Background: an optimization exercise with open tools, aiming at small area. Do not read the settings as production practice.
The RTL was checked by simulation tests, not by an equivalence proof against the original design.

==> inputs of run a <==
Design fir_filter, start of the top module:
module fir_filter (
    input CLK_Filter,
    input rst_n,
    input wire [7:0] filter_in,
    output wire [19:0] filter_out
);
Settings: LEC_CHECK=0, CAP_MARGIN=20, CORE_MARGIN=2, CORE_UTILIZATION=70, GPL_TIMING_DRIVEN=0, SLEW_MARGIN=20, SYNTH_HIERARCHICAL=1, SYNTH_MINIMUM_KEEP_SIZE=0; clock period 8.0 ns.
standard.sh (not shown) runs the stock make flow with config.mk's settings and CLKGATE_MAP_FILE= SYNTH_SCRIPT=/design/flow/synth_recipe.tcl, a recipe that flattens the netlist after the stock synthesis.
==> flow/flow/run.sh <==
#!/bin/bash
# The standard ORFS flow (the standard.sh) with two arguments changed:
# the port buffers use the smallest buffer cell, and the clock tree is built
# from smaller clusters of smaller buffers, without dummy loads.
set -euo pipefail
bash standard.sh \
  'BUFFER_PORTS_ARGS=-buffer_cell sky130_fd_sc_hd__buf_1' \
  'CTS_ARGS=-sink_clustering_enable -repair_clock_nets -sink_clustering_size 20 -sink_clustering_max_diameter 100 -sink_buffer_max_cap_derate 1.0 -buf_list {sky130_fd_sc_hd__clkbuf_8} -dont_use_dummy_load' \
  finish > standard.log 2>&1
==> run b (differences from run a) <==
--- a/flow/design.v
+++ b/flow/design.v
@@ -590,57 +590,65 @@
   fir_ha us522 (.a(c521), .b(s360), .s(s522), .co(c523));
   wire s524, c525;
   fir_ha us524 (.a(c523), .b(s384), .s(s524), .co(c525));
   wire s526, c527;
   fir_fa us526 (.a(c385), .b(c525), .ci(s408), .s(s526), .co(c527));
   wire s528, c529;
-  fir_fa us528 (.a(c409), .b(s432), .ci(c527), .s(s528), .co(c529));
+  fir_ha us528 (.a(c409), .b(s432), .s(s528), .co(c529));
   wire s530, c531;
-  fir_fa us530 (.a(c433), .b(s454), .ci(c529), .s(s530), .co(c531));
+  fir_ha us530 (.a(c433), .b(s454), .s(s530), .co(c531));
   wire s532, c533;
   fir_ha us532 (.a(c455), .b(s472), .s(s532), .co(c533));
   wire s534, c535;
   fir_ha us534 (.a(c473), .b(s488), .s(s534), .co(c535));
   wire s536, c537;
   fir_ha us536 (.a(s498), .b(c489), .s(s536), .co(c537));
   wire s538, c539;
   fir_ha us538 (.a(s504), .b(c499), .s(s538), .co(c539));
   wire s540, c541;
   fir_ha us540 (.a(s506), .b(c505), .s(s540), .co(c541));
-  wire g542 = c533 | (s532 & c531);
-  wire g543 = c537 | (s536 & c535);
-  wire a544 = s536 & s534;
-  wire g545 = c541 | (s540 & c539);
-  wire a546 = s540 & s538;
-  wire a547 = s510 & s508;
-  wire a548 = s514 & s512;
-  wire g549 = c535 | (s534 & g542);
-  wire g550 = g543 | (a544 & g542);
-  wire a551 = s508 & g545;
-  wire a552 = s508 & a546;
-  wire a553 = a547 & g545;
-  wire a554 = a547 & a546;
-  wire a555 = s516 & a548;
-  wire g556 = c539 | (s538 & g550);
-  wire g557 = g545 | (a546 & g550);
-  wire g558 = a551 | (a552 & g550);
-  wire g559 = a553 | (a554 & g550);
-  wire a560 = s512 & g559;
-  wire a561 = a548 & g559;
-  wire a562 = a555 & g559;
-  wire o563 = s532 ^ c531;
-  wire o564 = s534 ^ g542;
-  wire o565 = s536 ^ g549;
-  wire o566 = s538 ^ g550;
-  wire o567 = s540 ^ g556;
-  wire o568 = s508 ^ g557;
-  wire o569 = s510 ^ g558;
-  wire o570 = s512 ^ g559;
-  wire o571 = s514 ^ a560;
-  wire o572 = s516 ^ a561;
-  wire [19:0] y = {o572, o571, o570, o569, o568, o567, o566, o565, o564, o563, s530, s528, s526, s524, s522, s520, s518, s308, s296, s288};
+  wire g542 = c529 | (s528 & c527);
+  wire g543 = c533 | (s532 & c531);
+  wire a544 = s532 & s530;
+  wire g545 = c537 | (s536 & c535);
+  wire a546 = s536 & s534;
+  wire g547 = c541 | (s540 & c539);
+  wire a548 = s540 & s538;
+  wire a549 = s510 & s508;
+  wire a550 = s514 & s512;
+  wire g551 = c531 | (s530 & g542);
+  wire g552 = g543 | (a544 & g542);
+  wire g553 = c539 | (s538 & g545);
+  wire a554 = s538 & a546;
+  wire g555 = g547 | (a548 & g545);
+  wire a556 = a548 & a546;
+  wire a557 = s512 & a549;
+  wire a558 = a550 & a549;
+  wire g559 = c535 | (s534 & g552);
+  wire g560 = g545 | (a546 & g552);
+  wire g561 = g553 | (a554 & g552);
+  wire g562 = g555 | (a556 & g552);
+  wire a563 = s516 & a558;
+  wire a564 = s508 & g562;
+  wire a565 = a549 & g562;
+  wire a566 = a557 & g562;
+  wire a567 = a558 & g562;
+  wire a568 = a563 & g562;
+  wire o569 = s528 ^ c527;
+  wire o570 = s530 ^ g542;
+  wire o571 = s532 ^ g551;
+  wire o572 = s534 ^ g552;
+  wire o573 = s536 ^ g559;
+  wire o574 = s538 ^ g560;
+  wire o575 = s540 ^ g561;
+  wire o576 = s508 ^ g562;
+  wire o577 = s510 ^ a564;
+  wire o578 = s512 ^ a565;
+  wire o579 = s514 ^ a566;
+  wire o580 = s516 ^ a567;
+  wire [19:0] y = {o580, o579, o578, o577, o576, o575, o574, o573, o572, o571, o570, o569, s526, s524, s522, s520, s518, s308, s296, s288};
   always @(posedge CLK_Filter or negedge rst_n) begin
     if (!rst_n) q <= 20'd0;
     else q <= y & {20{en}};
   end
   assign filter_out = q;
 endmodule
==> flow/flow/run.sh (replaced) <==
#!/bin/bash
# The standard ORFS flow (the standard.sh) with two arguments changed:
# the port buffers use the smallest buffer cell, and the clock tree is built
# from smaller clusters of smaller buffers, without dummy loads.
set -euo pipefail
bash standard.sh \
  'BUFFER_PORTS_ARGS=-buffer_cell sky130_fd_sc_hd__buf_1' \
  'CTS_ARGS=-sink_clustering_enable -repair_clock_nets -sink_clustering_size 16 -sink_clustering_max_diameter 80 -sink_buffer_max_cap_derate 1.0 -buf_list {sky130_fd_sc_hd__clkbuf_8} -dont_use_dummy_load' \
  finish > standard.log 2>&1
==> flow/config.mk (replaced) <==
export PLATFORM = sky130hd
export DESIGN_NAME = fir_filter
export DESIGN_NICKNAME = fir_filter
export VERILOG_FILES = /design/flow/design.v
export SDC_FILE = /design/flow/constraint.sdc
export NUM_CORES = 4
export LEC_CHECK = 0
export CAP_MARGIN = 20
export CORE_MARGIN = 2
export CORE_UTILIZATION = 75
export GPL_TIMING_DRIVEN = 0
export SLEW_MARGIN = 20
export SYNTH_HIERARCHICAL = 1
export SYNTH_MINIMUM_KEEP_SIZE = 0
==> run notes <==
| item | run b | run a |
|---|---|---|
| Run status | complete, no violations | complete, no violations |
| Number of resized instances in the post-cts repair step | 6 | 4 |
| Maximum fanout along the worst path | 4 | 5 |
| GR Layer Usage met1 | 43.3% | 36.7% |
| Top achievable clock speed | 128 MHz | 129 MHz |
| Total standard cell area after synthesis | 10400 um^2 | 10300 um^2 |
| Well tap count | 180 | 184 |
| Logic depth of the worst path, buffers included | 21 | 23 |
| Time the final worst path needs with I/O delays and setup | 7.83 ns | 7.77 ns |
| Seq area share | 40.8% | 41.7% |
| Standard cell core area | 13700 um^2 | 14400 um^2 |
| Final Worst Setup Slack | 0.167 ns | 0.235 ns |
| Skew-Pair Late Insertion Delay | 0.54 ns | 0.50 ns |
| Total GRT Usage | 35.1% | 27.6% |
| Launch point of the worst reg-to-reg path | d9[0] | d4[0] |
| Final core utilization | 81.3% | 75.7% |
| Wire length of the first global-routing pass | 36.1 mm | 31.7 mm |
| Wire length per cell after detailed routing | 25.5 um | 21.7 um |
| Mapped Cells | 665 | 641 |
| Total Nets Final | 994 | 965 |
| GP Congestion | 0.930 | 0.943 |
| Fraction of final layout cells sized beyond drive strength 1 | 8.01% | 5.32% |
| Pin count of the biggest net entering global routing | 23 | 21 |

## separate check: timing with driven ports
How much do the figures lean on ideal ports? The routed layouts below were timed once more, with nothing changed but the port constraints.
Step 1 assumes that a clkbuf_16 drives the clock port and a buf_2 every other input.
Step 2 adds t to the input delays and takes it off the output delays; t is the mean of the earliest and latest rising clock arrival at the registers after step 1. Input paths then give back, and output paths get back, about the clock's delay inside the block.
Three values: ideal ports, drivers, drivers and shift; two values: the first two.
run | shift t [ns] | slack for setup (ns) | worst slew at a driven data input, ns
run a | 0.518 | 0.235 / 0.235 / 0.235 | 0.03
run b | 0.546 | 0.167 / 0.167 / 0.167 | 0.04
After both steps setup and hold are still met in every run listed.
